This design comes from an exercise in tuning for small area, a short achievable clock period and few clock cycles per item on the open sky130 flow, not from production work. At most, simulation tests tie the RTL to the original design; equivalence was not proved.

== run 3 ==
// sha1_block
module sha1_block (
    input wire clk,
    input wire start,
    input wire [159:0] context_in,
    input wire [511:0] block,
    output wire done,
    output wire [159:0] context_out);
wire [31:0] h0 = context_in[159:128];
wire [31:0] h1 = context_in[127:96];
wire [31:0] h2 = context_in[95:64];
wire [31:0] h3 = context_in[63:32];
wire [31:0] h4 = context_in[31:0];
reg [5:0] cnt;
reg [31:0] a, b, c;
reg [31:0] fr;          
reg [31:0] x, y;        
reg f_ch, f_maj;        
reg [1:0] kidx;         
reg prep;               
reg pre_last;           
reg last;               
assign done = (cnt == 6'd41);
assign context_out = {a, b, c, y, x};
wire [63:0] w2;
w_machine w_machine (
    .clk(clk), .start(start), .cnt(cnt), .block(block), .h3(h3), .h4(h4),
    .w2(w2));
wire [31:0] k = (kidx == 2'd0) ? 32'h5A827999 :
                (kidx == 2'd1) ? 32'h6ED9EBA1 :
                (kidx == 2'd2) ? 32'h8F1BBCDC : 32'hCA62C1D6;
wire [31:0] kg = last ? 32'd0 : k;
wire f_ch_next = (cnt <= 6'd9);
wire f_maj_next = (cnt >= 6'd20) && (cnt <= 6'd29);
wire [31:0] t1, t2;
sha1_round sha1_round (
    .a(a), .b(b), .c(c), .fr(fr), .x(x), .y(y),
    .f_ch(f_ch), .f_maj(f_maj),
    .t1(t1), .t2(t2));
wire [31:0] b30 = {b[1:0], b[31:2]};
wire [31:0] a30 = {a[1:0], a[31:2]};
wire [31:0] fr_next;
sha1_f f_1 (.ch(f_ch_next), .maj(f_maj_next), .p(prep ? h1 : t1), .q(a30), .r(b30),
            .f(fr_next));
wire [31:0] x_next, y_next, b_next, c_next;
sha1_add3 add_x (.x(c), .y(kg), .z(w2[63:32]), .s(x_next));
sha1_add4 add_y (.x(b30), .y(kg), .z(w2[31:0]), .w(pre_last ? h0 : 32'd0),
                 .s(y_next));
sha1_add2 add_b (.x(t1), .y(last ? h1 : 32'd0), .s(b_next));
sha1_add2 add_c (.x(a30), .y(last ? h2 : 32'd0), .s(c_next));
always @(posedge clk) begin
    x <= x_next;
    y <= y_next;
    fr <= fr_next;
    f_ch <= f_ch_next;
    f_maj <= f_maj_next;
    prep <= start;
    pre_last <= !start && (cnt == 6'd38);
    last <= !start && (cnt == 6'd39);
    kidx <= start ? 2'd0 :
            (cnt <= 6'd8)  ? 2'd0 :
            (cnt <= 6'd18) ? 2'd1 :
            (cnt <= 6'd28) ? 2'd2 : 2'd3;
    if (start) begin
        cnt <= 6'd0;
        a <= {h2[29:0], h2[31:30]};
        b <= {h3[29:0], h3[31:30]};
        c <= h4;
  ...
Size: about 3,700 cells after synthesis, about 840 I/O pins, about 0.041 sq mm of cells after synthesis.
==> flow/config.mk <==
export PLATFORM = sky130hd
export DESIGN_NAME = sha1_block
export DESIGN_NICKNAME = sha1_block
export VERILOG_FILES = /design/flow/design.v
export SDC_FILE = /design/flow/constraint.sdc
export NUM_CORES = 4
export LEC_CHECK = 0
export CAP_MARGIN = 20
export CORE_MARGIN = 2
export CORE_UTILIZATION = 40
export CTS_BUF_LIST = sky130_fd_sc_hd__clkbuf_4 sky130_fd_sc_hd__clkbuf_8
export PLACE_DENSITY = 0.6
export SETUP_SLACK_MARGIN = 5
export SLEW_MARGIN = 20
export SYNTH_HIERARCHICAL = 1
==> flow/constraint.sdc <==
create_clock -name core_clock -period 10.0 [get_ports {clk}]
set_input_delay 2.0000 -clock core_clock [delete_from_list [all_inputs] [get_ports {clk}]]
set_output_delay 2.0000 -clock core_clock [all_outputs]
set_load 0.01 [all_outputs]
standard.sh (not shown) runs the stock make flow with config.mk's settings and CLKGATE_MAP_FILE= SYNTH_SCRIPT=/design/flow/synth_recipe.tcl, a recipe that flattens the netlist after the stock synthesis.
==> flow/flow/run.sh <==
#!/bin/bash
# Layout flow: the standard layout (standard.sh), unchanged except that
# the port buffers that global placement inserts are the smallest buffer
# cell, sky130_fd_sc_hd__buf_1, instead of the default pick.  Every input and
# output port still gets its own buffer; resizing may upsize them later.
set -euo pipefail
export BUFFER_PORTS_ARGS="-buffer_cell sky130_fd_sc_hd__buf_1"
bash standard.sh finish > standard_flow.log 2>&1
Run 3: full flow OK, the timing, design-rule and antenna checks passed
Edits applied to the flow inputs when going from run 3 to run 1:
Settings: CORE_UTILIZATION changed from 40 to 60; PLACE_DENSITY changed from 0.6 to 0.75; CTS_BUF_LIST removed (was sky130_fd_sc_hd__clkbuf_4 sky130_fd_sc_hd__clkbuf_8).
==> comparison <==
Diff run 3 and run 1: detailed route wirelength on metal2 higher in run 3
From run 3 to run 1 the numbers moved as follows: first-iteration DRC count saw an increase; die area saw a decrease.
Looking at half-perimeter wire length of the detailed placement result across both flows, run 1 is the stronger of the two, with run 3 trailing.
Taking run 3 as the reference, in run 1 buffer share of cell area increased by 0.28 points relative to the old numbers, slack of the critical path shows an increase of 0.012 ns.
Function was not checked in any run of this note: the RTL went through the layout flow alone.


old:
Another version of the RTL of sha1_block (not shown whole).
Size in the first run: about 840 I/O pins, roughly 41000 um^2 of cells after synthesis.
Settings: LEC_CHECK=0, CAP_MARGIN=20, CORE_MARGIN=2, CORE_UTILIZATION=40, PLACE_DENSITY=0.6, SETUP_SLACK_MARGIN=5, SLEW_MARGIN=20, SYNTH_HIERARCHICAL=1; clock period 10.0 ns.
run.sh (not shown) runs the stock make flow with config.mk's settings and CLKGATE_MAP_FILE= SYNTH_SCRIPT=/design/flow/synth_recipe.tcl, a recipe that flattens the netlist after the stock synthesis.
Stock flow here: none of the scripts above is used.
No stage failed in old, and the final checks on the layout all came back clean.
Testbench counts of old, summed over its fixed seeds: cycles 16,128, items 384.
diff inputs: old => new
Settings: a deleted SETUP_SLACK_MARGIN that had been 5.
Findings:
Per the comparison of new with old, final standard cell count with taps included and fillers excluded now sits at about the same level, first-pass GRT wire length essentially unchanged, register fraction of the total cell area level. Post-route fraction of the period consumed by the critical path (higher): new. On met2 wire length, the lower figure sits with new, not old. Relative to old, routed length on met1 decreased by 0.39% in new. Sort new and old by utilization, descending, and old comes first. Signed area change from the synthesized netlist to the final layout ends up higher on old.


The RTL this note starts from:
==> flow/design.v <==
module w_machine (
    input wire clk,
    input wire start,
    input wire [5:0] cnt,
    input wire [511:0] block,
    output wire [63:0] w2);
reg [511:0] win;     
wire [31:0] w0  = win[511:480];
wire [31:0] w1  = win[479:448];
wire [31:0] w2_ = win[447:416];
wire [31:0] w3  = win[415:384];
wire [31:0] w8  = win[255:224];
wire [31:0] w9  = win[223:192];
wire [31:0] w13 = win[95:64];
wire [31:0] w14 = win[63:32];
wire [31:0] xa = w13 ^ w8 ^ w2_ ^ w0;
wire [31:0] xb = w14 ^ w9 ^ w3 ^ w1;
wire [63:0] expanded = {xa[30:0], xa[31], xb[30:0], xb[31]};
wire [2:0] sel = start ? 3'd0 : cnt[2:0];
wire from_block = start || (cnt[5:3] == 3'd0);
reg [63:0] blk2;
always @(*) begin
    case (sel)
        3'd0: blk2 = block[511:448];
        3'd1: blk2 = block[447:384];
        3'd2: blk2 = block[383:320];
        3'd3: blk2 = block[319:256];
        3'd4: blk2 = block[255:192];
        3'd5: blk2 = block[191:128];
        3'd6: blk2 = block[127:64];
        default: blk2 = block[63:0];
    endcase
end
assign w2 = from_block ? blk2 : expanded;
always @(posedge clk)
    win <= {win[447:0], w2};
endmodule
module sha1_add2 (
    input wire [31:0] x,
    input wire [31:0] y,
    output wire [31:0] s);
reg [31:0] g, p, gn, pn;
integer i, k;
always @(*) begin
    g = x & y;
    p = x ^ y;
    for (k = 1; k < 32; k = k * 2) begin
        gn = g;
        pn = p;
        for (i = k; i < 32; i = i + 1) begin
            gn[i] = g[i] | (p[i] & g[i-k]);
            pn[i] = p[i] & p[i-k];
        end
        g = gn;
        p = pn;
    end
end
assign s = x ^ y ^ {g[30:0], 1'b0};
endmodule
module sha1_add3 (
    input wire [31:0] x,
    input wire [31:0] y,
    input wire [31:0] z,
    output wire [31:0] s);
wire [31:0] cs_s = x ^ y ^ z;
wire [31:0] cs_c = (x & y) | (x & z) | (y & z);
sha1_add2 add (.x(cs_s), .y({cs_c[30:0], 1'b0}), .s(s));
endmodule
module sha1_round (
    input wire [31:0] a,
    input wire [31:0] b,
    input wire [31:0] c,
    input wire [31:0] d,
    input wire [31:0] x,
    input wire [31:0] y,
    input wire f_ch,
    input wire f_maj,
    input wire [31:0] h0,
    output wire [31:0] t1,
    output wire [31:0] t2);
function [31:0] f_sel(input ch, input maj, input [31:0] p, input [31:0] q, input [31:0] r);
    f_sel = ch  ? ((p & q) | (~p & r)) :
            maj ? ((p & q) | (p & r) | (q & r)) :
                  (p ^ q ^ r);
endfunction
wire [31:0] b30 = {b[1:0], b[31:2]};
wire [31:0] z;
sha1_add3 add_t1 (.x({a[26:0], a[31:27]}), .y(f_sel(f_ch, f_maj, b, c, d)), .z(x), .s(t1));
sha1_add3 add_z (.x(f_sel(f_ch, f_maj, a, b30, c)), .y(y), .z(h0), .s(z));
sha1_add2 add_t2 (.x({t1[26:0], t1[31:27]}), .y(z), .s(t2));
endmodule
module sha1_block (
    input wire clk,
    input wire start,
    input wire [159:0] context_in,
    input wire [511:0] block,
    output wire done,
    output wire [159:0] context_out);
wire [31:0] h0 = context_in[159:128];
wire [31:0] h1 = context_in[127:96];
wire [31:0] h2 = context_in[95:64];
wire [31:0] h3 = context_in[63:32];
wire [31:0] h4 = context_in[31:0];
reg [5:0] cnt;
reg [31:0] a, b, c, d, e;
reg [31:0] x, y;        
reg f_ch, f_maj;        
wire last = (cnt == 6'd40);
assign done = (cnt == 6'd41);
assign context_out = {a, b, c, y, x};
wire [63:0] w2;
w_machine w_machine (
    .clk(clk), .start(start), .cnt(cnt), .block(block), .w2(w2));
wire [1:0] kidx = start ? 2'd0 :
                  (cnt <= 6'd9)  ? 2'd0 :
                  (cnt <= 6'd19) ? 2'd1 :
                  (cnt <= 6'd29) ? 2'd2 : 2'd3;
wire [31:0] k = (kidx == 2'd0) ? 32'h5A827999 :
                (kidx == 2'd1) ? 32'h6ED9EBA1 :
                (kidx == 2'd2) ? 32'h8F1BBCDC : 32'hCA62C1D6;
wire [31:0] t1, t2;
sha1_round sha1_round (
    .a(a), .b(b), .c(c), .d(d), .x(x), .y(y),
    .f_ch(f_ch), .f_maj(f_maj),
    .h0(last ? h0 : 32'd0),
    .t1(t1), .t2(t2));
wire [31:0] x_a = start ? h4 : c;
wire [31:0] y_a = start ? h3 : {b[1:0], b[31:2]};
wire [31:0] x_b = last ? h4 : k;
wire [31:0] y_b = last ? h3 : k;
wire [31:0] x_c = last ? 32'd0 : w2[63:32];
wire [31:0] y_c = last ? 32'd0 : w2[31:0];
wire [31:0] x_next, y_next, b_next, c_next;
sha1_add3 add_x (.x(x_a), .y(x_b), .z(x_c), .s(x_next));
sha1_add3 add_y (.x(y_a), .y(y_b), .z(y_c), .s(y_next));
sha1_add2 add_b (.x(t1), .y(last ? h1 : 32'd0), .s(b_next));
sha1_add2 add_c (.x({a[1:0], a[31:2]}), .y(last ? h2 : 32'd0), .s(c_next));
always @(posedge clk) begin
    x <= x_next;
    y <= y_next;
    if (start) begin
        cnt <= 6'd1;
        a <= h0;
        b <= h1;
        c <= h2;
        d <= h3;
        e <= h4;
        f_ch <= 1'b1;
        f_maj <= 1'b0;
    end else begin
        cnt <= cnt + 6'd1;
        a <= t2;
        b <= b_next;
        c <= c_next;
        d <= {b[1:0], b[31:2]};
        e <= c;
        f_ch <= (cnt <= 6'd9);
        f_maj <= (cnt >= 6'd20) && (cnt <= 6'd29);
    end
end
endmodule
==> flow/config.mk <==
export PLATFORM = sky130hd
export DESIGN_NAME = sha1_block
export DESIGN_NICKNAME = sha1_block
export VERILOG_FILES = /design/flow/design.v
export SDC_FILE = /design/flow/constraint.sdc
export NUM_CORES = 4
export LEC_CHECK = 0
export CAP_MARGIN = 20
export CORE_MARGIN = 2
export CORE_UTILIZATION = 40
export PLACE_DENSITY = 0.6
export SLEW_MARGIN = 20
==> flow/constraint.sdc <==
create_clock -name core_clock -period 10.0 [get_ports {clk}]
set_input_delay 2.0000 -clock core_clock [delete_from_list [all_inputs] [get_ports {clk}]]
set_output_delay 2.0000 -clock core_clock [all_outputs]
set_load 0.01 [all_outputs]
The first run ran to the end with no violations.
Change:
- SETUP_SLACK_MARGIN: default -> 5
Clock skew climbs by 11 ps; design area climbs by roughly a tenth; wire length climbs by a little under a tenth; worst hold slack is about the same; area after synthesis stays the same; global-route usage climbs by 2.1 points; sequential share of layout area drops by 2.2 points; setup slack improves by 1100 ps.
Function was not checked in any run of this note: the RTL went through the layout flow alone.


sha1_block, a different RTL version from the one above (not shown whole).
Size in the first run: ~3700 cells after synthesis, ~730 flip-flops, roughly 840 I/O pins.
export LEC_CHECK = 0
export CAP_MARGIN = 20
export CORE_MARGIN = 2
export CORE_UTILIZATION = 40
export CTS_CLUSTER_DIAMETER = 100
export CTS_CLUSTER_SIZE = 24
export PLACE_DENSITY = 0.6
export SETUP_SLACK_MARGIN = 5
export SLEW_MARGIN = 20
export SYNTH_HIERARCHICAL = 1
create_clock -name core_clock -period 10.0 [get_ports {clk}]
standard.sh (not shown) runs the stock make flow with config.mk's settings and CLKGATE_MAP_FILE= SYNTH_SCRIPT=/design/flow/synth_recipe.tcl, a recipe that flattens the netlist after the stock synthesis.
Scripts as last shown in full above: flow/flow/run.sh
The starting point passed the timing, design-rule and antenna checks.
Testbench counts at the start, summed over its fixed seeds: cycles 16,128, items 384.
Edit:
--- a/flow/config.mk
+++ b/flow/config.mk
@@ -10,5 +10,5 @@
 export CORE_UTILIZATION = 40
 export CTS_CLUSTER_DIAMETER = 100
-export CTS_CLUSTER_SIZE = 24
+export CTS_CLUSTER_SIZE = 20
 export PLACE_DENSITY = 0.6
 export SETUP_SLACK_MARGIN = 5
Final cell count barely changes.
Core utilization came out higher by 0.12 points.
Worst setup slack loses 0.046 ns.
Non-clock buffer count is unchanged.
Global-route usage is about the same.
Synthesized cell count is unchanged.
Sequential share of layout area barely changes.
Register-to-register slack loses 0.05 ns.

==> afterwards: timing with drivers on the ports <==
The flow's constraints put no driver on any port. The routed layouts listed below were extracted and timed again, unchanged, in two steps. Step 1 (the two cells are an assumption about what drives the block):
set clk [get_ports {clk}]
set_driving_cell -lib_cell sky130_fd_sc_hd__clkbuf_16 $clk
set_driving_cell -lib_cell sky130_fd_sc_hd__buf_2 [delete_from_list [all_inputs] $clk]
Step 2, shift: input delay + t, output delay - t, t = (earliest + latest rising clock arrival at the registers) / 2. This alone moves slack from input paths to output paths. a / b / c = ideal / step 1 / step 2; a / b = the first two.
| run | t, ns | slack for setup (ns) | hold WS [ns] | worst setup path after step 2 |
|---|---|---|---|---|
| run 3 | 0.846 | 5.147 / 5.147 / 4.901 | 0.307 / 0.307 / 0.307 | input to register |
| run 1 | 0.689 | 5.159 / 5.159 / 4.741 | 0.315 / 0.315 / 0.315 | input to register |
| old | 0.736 | 5.152 / 5.136 / 4.705 | 0.302 / 0.302 / 0.302 | input to register |
| new | 0.738 | 4.220 / 4.220 / 4.220 | 0.302 / 0.302 / 0.302 | register to register |
| the first run of note 3 | 0.709 | 1.911 / 1.954 / 1.246 | 0.314 / 0.314 / 0.314 | input to register |
| the second run of note 3 | 0.698 | 3.038 / 3.062 / 2.375 | 0.315 / 0.315 / 0.315 | input to register |
| the first run of note 4 | 0.701 | 5.152 / 5.152 / 5.020 | 0.299 / 0.299 / 0.299 | input to register |
| the second run of note 4 | 0.690 | 5.106 / 5.106 / 5.022 | 0.311 / 0.311 / 0.311 | input to register |
After both steps every run listed still meets setup and hold. For the first run of note 3, which loses most, drivers alone change the setup slack by +0.043 ns; drivers and shift together by -0.665 ns.
